What follows belongs to an exercise in optimizing a design on an open flow for small area; a production flow would make more cautious choices.
RTL that was checked went through simulation tests only; none was proved equivalent to the original.
The flow treats the clock pin as an ideal source, which a real chip does not have.

==> run a <==
==> flow/design.v <==
module sdram_master(
input                       clk,
input                       waitrequest,
input                       readdatavalid,
input       [15:0]          readdata,
input                       reset_n,
input                       ready,
output                      chipselect,
output      [1:0]           byteenable,
output                      done,
output reg                  read_n,
output reg                  write_n,
output      [31:0]          address,
output reg  [15:0]          writedata,
output      [31:0]          toHexLed
);
localparam [3:0] RD0 = 4'd0;
localparam [3:0] RD1 = 4'd1;
localparam [3:0] RD2 = 4'd2;
localparam [3:0] RD3 = 4'd3;
localparam [3:0] RD4 = 4'd4;
localparam [3:0] RD5 = 4'd5;
localparam [3:0] RD6 = 4'd6;
localparam [3:0] RD7 = 4'd7;
localparam [3:0] RD8 = 4'd8;
localparam [3:0] RD9 = 4'd9;
localparam [3:0] RD10= 4'd10;
localparam [3:0] RDY = 4'd11;
localparam [3:0] WT  = 4'd12;
localparam [3:0] MX  = 4'd13;
localparam [3:0] MN  = 4'd14;
localparam [3:0] ID  = 4'd15;
reg [3:0]   st;
reg [3:0]   st_n;
reg [15:0]  maxnum;
reg [15:0]  minnum;
reg [31:1]  addr;
wire s_wait = (st == WT);
wire s_read = (st == RD0) | (st == RD1) | (st == RD2) | (st == RD3) | (st == RD4) | (st == RD5) | (st == RD6) | (st == RD7) | (st == RD8) | (st == RD9) | (st == RD10);
wire s_take = (st == RD0) | (st == RD1) | (st == RD2) | (st == RD3) | (st == RD4) | (st == RD5) | (st == RD6) | (st == RD7) | (st == RD8) | (st == RD9);      
wire s_max  = (st == MX);
wire s_wr   = (st == MX) | (st == MN);
assign done = (st == MX) | (st == MN) | (st == ID);
assign chipselect = 1'b1;
assign byteenable = 2'b11;
assign toHexLed   = {maxnum, minnum};
wire tdone = addr[17] & addr[16] & addr[11] & addr[10] & addr[8] & addr[6] & addr[1];
assign address = {addr[31:18], addr[17:1] & {17{~s_wait}}, 1'b0};
always @(*) begin
    case (st)
    RD0: st_n = readdatavalid ? RD1 : RD0;
    RD1: st_n = readdatavalid ? RD2 : RD1;
    RD2: st_n = readdatavalid ? RD3 : RD2;
    RD3: st_n = readdatavalid ? RD4 : RD3;
    RD4: st_n = readdatavalid ? RD5 : RD4;
    RD5: st_n = readdatavalid ? RD6 : RD5;
    RD6: st_n = readdatavalid ? RD7 : RD6;
    RD7: st_n = readdatavalid ? RD8 : RD7;
    RD8: st_n = readdatavalid ? RD9 : RD8;
    RD9: st_n = readdatavalid ? RD10 : RD9;
    RD10: st_n = MX;
    RDY:  st_n = ready ? RD0 : WT;
    WT:   st_n = tdone ? RDY : WT;
    MX:   st_n = waitrequest ? MX : MN;
    MN:   st_n = waitrequest ? MN : ID;
    default: st_n = ID;
    endcase
end
always @(posedge clk) begin
    if (!reset_n) begin
        st      <= RDY;
        read_n  <= 1'b1;
        write_n <= 1'b1;
    end else begin
        st      <= st_n;
        read_n  <= ~s_read;
        write_n <= ~s_wr;
    end
end
genvar i;
wire [16:0] gmax, lmin;
assign gmax[0] = 1'b0;
assign lmin[0] = 1'b0;
generate for (i = 0; i < 16; i = i + 1) begin : g_cmp
    assign gmax[i+1] = (readdata[i] & ~maxnum[i]) | (readdata[i] & gmax[i]) | (~maxnum[i] & gmax[i]);
    assign lmin[i+1] = (minnum[i] & ~readdata[i]) | (minnum[i] & lmin[i]) | (~readdata[i] & lmin[i]);
end endgenerate
wire take    = s_take & readdatavalid;
wire upd_max = take & gmax[16];            
wire upd_min = take & lmin[16];            
always @(posedge clk) begin
    if (!reset_n) begin
        maxnum    <= 16'h0000;
        minnum    <= 16'hFFFF;
        writedata <= 16'h0000;
    end else begin
        if (upd_max) maxnum <= readdata;
        if (upd_min) minnum <= readdata;
        writedata <= s_max ? maxnum : minnum;
    end
end
wire [32:1] ac;
assign ac[1] = (s_read & ~waitrequest) | s_wait;
generate for (i = 1; i < 32; i = i + 1) begin : g_addr
    assign ac[i+1] = ac[i] & addr[i];
end endgenerate
always @(posedge clk) begin
    if (!reset_n || (s_wait && tdone))
        addr <= 31'd0;
    else if (done)
        addr <= {27'd0, 3'b101, ~s_max};
    else
        addr <= addr ^ ac[31:1];
end
endmodule
==> flow/flow/run.sh <==
#!/bin/bash
# Standard ORFS layout with: an area-oriented ABC script in synthesis, the smallest
# buffer cell for the port buffers, and a clock tree without dummy loads.
set -euo pipefail
here=$(pwd)
export MY_ABC_SCRIPT=$here/flow/abc.script
export FLOW_SYNTH=$here/synth_recipe.tcl
bash standard.sh \
  SYNTH_SCRIPT=$here/flow/synth.tcl REMOVE_ABC_BUFFERS=1 \
  BUFFER_PORTS_ARGS="-buffer_cell sky130_fd_sc_hd__buf_1" \
  CTS_ARGS="-sink_clustering_enable -repair_clock_nets -dont_use_dummy_load -sink_clustering_max_diameter 200 -sink_clustering_size 40 -buf_list {sky130_fd_sc_hd__clkbuf_16}" \
  finish > flow.log 2>&1
==> flow/flow/abc.script <==
strash
ifraig
dc2
strash
dch -f
amap
topo
==> flow/flow/synth.tcl <==
# The standard flow's synthesis script, with ABC's mapping script replaced by flow/abc.script
# (area-oriented; only the combinational logic is remapped, registers are untouched).
proc abc {args} {
  set i [lsearch $args -script]
  lset args [expr {$i + 1}] $::env(MY_ABC_SCRIPT)
  set j [lsearch $args -D]
  if {$j >= 0} { set args [lreplace $args $j [expr {$j + 1}]] }
  yosys abc {*}$args
}
source $::env(FLOW_SYNTH)
==> flow/standard.sh <==
#!/bin/bash
# synth_recipe.tcl (not shown) runs the flow's synth.tcl, then flattens the netlist and writes it again
# the make line also repeats each setting of config.mk as NAME=value (left out here)
make -C /OpenROAD-flow-scripts/flow DESIGN_CONFIG=/design/flow/config.mk WORK_HOME=/design/flow/orfs CLKGATE_MAP_FILE= SYNTH_SCRIPT=/design/flow/synth_recipe.tcl "${@:-finish}"
==> flow/config.mk <==
export PLATFORM = sky130hd
export DESIGN_NAME = sdram_master
export DESIGN_NICKNAME = sdram_master
export VERILOG_FILES = /design/flow/design.v
export SDC_FILE = /design/flow/constraint.sdc
export NUM_CORES = 4
export LEC_CHECK = 0
export CAP_MARGIN = 0
export CORE_MARGIN = 2
export CORE_UTILIZATION = 70
export GPL_TIMING_DRIVEN = 0
export SLEW_MARGIN = 0
==> flow/constraint.sdc <==
create_clock -name core_clock -period 10.0 [get_ports {clk}]
set_input_delay 2.0000 -clock core_clock [delete_from_list [all_inputs] [get_ports {clk}]]
set_output_delay 2.0000 -clock core_clock [all_outputs]
set_load 0.01 [all_outputs]
==> run b (differences from run a) <==
==> flow/design.v, changed modules only <==
module sdram_master(
input                       clk,
input                       waitrequest,
input                       readdatavalid,
input       [15:0]          readdata,
input                       reset_n,
input                       ready,
output                      chipselect,
output      [1:0]           byteenable,
output                      done,
output reg                  read_n,
output reg                  write_n,
output      [31:0]          address,
output reg  [15:0]          writedata,
output      [31:0]          toHexLed
);
localparam [3:0] RD0 = 4'd0;
localparam [3:0] RD1 = 4'd1;
localparam [3:0] RD2 = 4'd2;
localparam [3:0] RD3 = 4'd3;
localparam [3:0] RD4 = 4'd4;
localparam [3:0] RD5 = 4'd5;
localparam [3:0] RD6 = 4'd6;
localparam [3:0] RD7 = 4'd7;
localparam [3:0] RD8 = 4'd8;
localparam [3:0] RD9 = 4'd9;
localparam [3:0] RD10= 4'd10;
localparam [3:0] RDY = 4'd11;
localparam [3:0] WT  = 4'd12;
localparam [3:0] MX  = 4'd13;
localparam [3:0] MN  = 4'd14;
localparam [3:0] ID  = 4'd15;
reg [3:0]   st;
reg [3:0]   st_n;
reg [15:0]  maxnum;
reg [15:0]  minnum;
reg [31:18] addr_hi;
reg [17:1]  addr_ln;     
wire [31:1] addr = {addr_hi, ~addr_ln};
wire s_wait = (st == WT);
wire s_read = (st == RD0) | (st == RD1) | (st == RD2) | (st == RD3) | (st == RD4) | (st == RD5) | (st == RD6) | (st == RD7) | (st == RD8) | (st == RD9) | (st == RD10);
wire s_take = (st == RD0) | (st == RD1) | (st == RD2) | (st == RD3) | (st == RD4) | (st == RD5) | (st == RD6) | (st == RD7) | (st == RD8) | (st == RD9);      
wire s_max  = (st == MX);
wire s_wr   = (st == MX) | (st == MN);
assign done = (st == MX) | (st == MN) | (st == ID);
assign chipselect = 1'b1;
assign byteenable = 2'b11;
assign toHexLed   = {maxnum, minnum};
wire tdone = addr[17] & addr[16] & addr[11] & addr[10] & addr[8] & addr[6] & addr[1];
assign address = {addr_hi, ~(addr_ln | {17{s_wait}}), 1'b0};
always @(*) begin
    case (st)
    RD0: st_n = readdatavalid ? RD1 : RD0;
    RD1: st_n = readdatavalid ? RD2 : RD1;
    RD2: st_n = readdatavalid ? RD3 : RD2;
    RD3: st_n = readdatavalid ? RD4 : RD3;
    RD4: st_n = readdatavalid ? RD5 : RD4;
    RD5: st_n = readdatavalid ? RD6 : RD5;
    RD6: st_n = readdatavalid ? RD7 : RD6;
    RD7: st_n = readdatavalid ? RD8 : RD7;
    RD8: st_n = readdatavalid ? RD9 : RD8;
    RD9: st_n = readdatavalid ? RD10 : RD9;
    RD10: st_n = MX;
    RDY:  st_n = ready ? RD0 : WT;
    WT:   st_n = tdone ? RDY : WT;
    MX:   st_n = waitrequest ? MX : MN;
    MN:   st_n = waitrequest ? MN : ID;
    default: st_n = ID;
    endcase
end
always @(posedge clk) begin
    if (!reset_n) begin
        st      <= RDY;
        read_n  <= 1'b1;
        write_n <= 1'b1;
    end else begin
        st      <= st_n;
        read_n  <= ~s_read;
        write_n <= ~s_wr;
    end
end
genvar i;
wire [16:0] gmax, lmin;
assign gmax[0] = 1'b0;
assign lmin[0] = 1'b0;
generate for (i = 0; i < 16; i = i + 1) begin : g_cmp
    assign gmax[i+1] = (readdata[i] & ~maxnum[i]) | (readdata[i] & gmax[i]) | (~maxnum[i] & gmax[i]);
    assign lmin[i+1] = (minnum[i] & ~readdata[i]) | (minnum[i] & lmin[i]) | (~readdata[i] & lmin[i]);
end endgenerate
wire take    = s_take & readdatavalid;
wire upd_max = take & gmax[16];            
wire upd_min = take & lmin[16];            
wire mx_new  = upd_max & reset_n;
wire mx_old  = ~upd_max & reset_n;
wire mn_new  = ~upd_min | ~reset_n;        
wire mn_old  = upd_min | ~reset_n;
wire wd_max  = s_max & reset_n;
wire wd_min  = ~s_max & reset_n;
always @(posedge clk) begin
    maxnum    <= ({16{mx_new}} & readdata) | ({16{mx_old}} & maxnum);
    minnum    <= ({16{mn_new}} | readdata) & ({16{mn_old}} | minnum);
    writedata <= ({16{wd_max}} & maxnum) | ({16{wd_min}} & minnum);
end
wire [32:1] ac;
assign ac[1] = (s_read & ~waitrequest) | s_wait;
generate for (i = 1; i < 32; i = i + 1) begin : g_addr
    assign ac[i+1] = ac[i] & addr[i];
end endgenerate
reg [31:1] addr_n;
always @(*) begin
    if (!reset_n || (s_wait && tdone))
        addr_n = 31'd0;
    else if (done)
        addr_n = {27'd0, 3'b101, ~s_max};
    else
        addr_n = addr ^ ac[31:1];
end
always @(posedge clk) begin
    addr_hi <= addr_n[31:18];
    addr_ln <= ~addr_n[17:1];
end
endmodule
==> flow/flow/run.sh (replaced) <==
#!/bin/bash
# Standard ORFS layout with: area-oriented ABC scripts in synthesis, the smallest result
# kept, and no separate half/full-adder extraction before them (flow/synth.tcl,
# flow/abc_s*.script), the smallest buffer cell for the port buffers, the buffers that
# Yosys/ABC left removed at floorplan, and a clock tree of small buffers where only the
# leaf buffers that need it are upsized (flow/post_cts_size.tcl).
set -euo pipefail
here=$(pwd)
export MY_ABC_SCRIPTS="$(ls $here/flow/abc_s*.script | tr '\n' ' ')"
export FLOW_SYNTH=$here/synth_recipe.tcl
bash standard.sh \
  SYNTH_SCRIPT=$here/flow/synth.tcl \
  REMOVE_ABC_BUFFERS=1 ADDER_MAP_FILE= SKIP_REPAIR_TIE_FANOUT=1 \
  BUFFER_PORTS_ARGS="-buffer_cell sky130_fd_sc_hd__buf_1" \
  CTS_ARGS="-sink_clustering_enable -repair_clock_nets -dont_use_dummy_load -buf_list {sky130_fd_sc_hd__clkbuf_4}" \
  POST_CTS_TCL=$here/flow/post_cts_size.tcl \
  finish > flow.log 2>&1
==> flow/flow/abc_s0.script (new file) <==
strash
&get -n
&deepsyn -T 60 -S 0
&put
strash
dch -f
amap
topo
==> flow/flow/abc_s1.script (new file) <==
strash
&get -n
&deepsyn -T 60 -S 1
&put
strash
dch -f
amap
topo
==> flow/flow/abc_s2.script (new file) <==
strash
&get -n
&deepsyn -T 60 -S 2
&put
strash
dch -f
amap
topo
==> flow/flow/abc_s3.script (new file) <==
strash
&get -n
&deepsyn -T 60 -S 3
&put
strash
dch -f
amap
topo
==> flow/flow/abc_s4.script (new file) <==
strash
&get -n
&deepsyn -T 60 -S 4
&put
strash
dch -f
amap
topo
==> flow/flow/post_cts_size.tcl (new file) <==
# POST_CTS hook: clock_tree_synthesis runs with small clock buffers only; here any clock
# buffer whose output slew (placement estimate) is above CLK_SLEW_UP ns is swapped for the
# next larger clock buffer, until none is or all are at the largest size allowed.
set cs_sizes {sky130_fd_sc_hd__clkbuf_2 sky130_fd_sc_hd__clkbuf_4 sky130_fd_sc_hd__clkbuf_8 sky130_fd_sc_hd__clkbuf_16}
set cs_limit 0.110
if {[info exists ::env(CLK_SLEW_UP)]} { set cs_limit $::env(CLK_SLEW_UP) }
for {set pass 0} {$pass < 4} {incr pass} {
  estimate_parasitics -placement
  set changed 0
  foreach inst [get_cells *] {
    set ref [get_property $inst ref_name]
    set i [lsearch $cs_sizes $ref]
    if {$i < 0 || $i == [llength $cs_sizes] - 1} { continue }
    # only buffers that drive flip-flops: the limit is on flip-flop clock pins
    set leaf 0
    foreach p [get_pins -of_objects [get_nets -of_objects [get_pins [get_name $inst]/X]]] {
      if {[get_property $p direction] eq "input" && [string match "*/CLK" [get_full_name $p]]} { set leaf 1 }
    }
    if {!$leaf} { continue }
    set s [get_property [get_pins [get_name $inst]/X] slew_max]
    if {$s > $cs_limit} {
      puts "cs: [get_name $inst] $ref slew $s -> [lindex $cs_sizes [expr {$i + 1}]]"
      replace_cell $inst [lindex $cs_sizes [expr {$i + 1}]]
      incr changed
    }
  }
  if {$changed == 0} { break }
  detailed_placement
}
estimate_parasitics -placement
set cs_worst 0
foreach p [get_pins -hierarchical */CLK] {
  set s [get_property $p slew_max]
  if {$s > $cs_worst} { set cs_worst $s }
}
puts "cs: worst flip-flop clock slew (placement estimate) $cs_worst"
==> flow/flow/synth.tcl (replaced) <==
# The standard flow's synthesis script, with ABC's mapping step replaced: ABC runs once per script
# listed in MY_ABC_SCRIPTS (area-oriented scripts, differing only in the random seed of
# &deepsyn), and the mapping with the smallest cell area is kept. Only the combinational
# logic is remapped; the registers are untouched.
proc abc {args} {
  set i [lsearch $args -script]
  set j [lsearch $args -D]
  if {$j >= 0} { set args [lreplace $args $j [expr {$j + 1}]] }
  set libargs {}
  foreach lib $::env(LIB_FILES) { lappend libargs -liberty $lib }
  yosys design -save my_pre_abc
  set best ""
  set best_area 1e30
  foreach script $::env(MY_ABC_SCRIPTS) {
    yosys design -load my_pre_abc
    lset args [expr {$i + 1}] $script
    yosys abc {*}$args
    yosys opt_clean
    yosys tee -q -o $::env(OBJECTS_DIR)/my_abc_stat.txt stat {*}$libargs
    set f [open $::env(OBJECTS_DIR)/my_abc_stat.txt r]
    set area 1e30
    foreach line [split [read $f] "\n"] {
      if {[regexp {Chip area for module .*: ([0-9.]+)} $line -> a]} { set area $a }
    }
    close $f
    puts "my_abc: $script area $area"
    if {$area < $best_area} {
      set best_area $area
      set best $script
      yosys design -save my_best_abc
    }
  }
  puts "my_abc: kept $best area $best_area"
  yosys design -load my_best_abc
}
source $::env(FLOW_SYNTH)
removed: flow/flow/abc.script
==> summary.txt <==
metric                                                                   run b       run a
Std cell rows                                                               25          26
Non-Clock Inverter Count                                                    61          51
Area added between synthesis and finish                                  15.7%       16.5%
PnR worst setup slack                                                  3.25 ns     2.14 ns
Wl on met1                                                             3210 um     3470 um
Met1 usage                                                               33.9%       34.4%
Status                                                timing/DRC/antenna clean  timing/DRC/antenna clean
Post-layout instance count excluding filler cells                          549         565
Die boundary width                                                     72.7 um     76.8 um
Sw Ratio                                                                 37.4%       36.7%
Share of layout cells above drive strength 1                             2.22%       3.03%
Max FFs per register                                                        17          31
Fraction of the mapped netlist area in adder cells                          0%       10.1%
Clock latency of the later-clocked register in the worst-skew pair     0.41 ns     0.33 ns
Total core area                                                      4630 um^2   5110 um^2
Syn Std Cell Area                                                    3310 um^2   3700 um^2
Function not checked in run a: the RTL went through the layout flow alone.

-- re-timing with driven ports --
In the flow no input, the clock included, has a driving cell. The finished layouts below were timed again as built, in two steps.
Step 1 (the two cells are an assumption about what drives the block):
set clk [get_ports {clk}]
set_driving_cell -lib_cell sky130_fd_sc_hd__clkbuf_16 $clk
set_driving_cell -lib_cell sky130_fd_sc_hd__buf_2 [delete_from_list [all_inputs] $clk]
Step 2, shift: input delay + t, output delay - t, t = (earliest + latest rising clock arrival at the registers) / 2. This alone moves slack from input paths to output paths.
Slacks: ideal ports / drivers / drivers and shift; pairs: ideal ports / drivers.
run	shift t [ns]	slack for setup (ns)	worst setup path after step 2	worst slew at a driven data input, ns	cell pins on the clock port's net
run a	0.357	2.142 / 2.138 / 1.781	input to register	0.04	1
run b	0.425	3.252 / 3.259 / 2.834	input to register	0.04	1
After both steps setup and hold are still met in every run listed. The setup slack of run b, which loses most, moves by +0.007 ns with the drivers and by -0.418 ns with both steps.
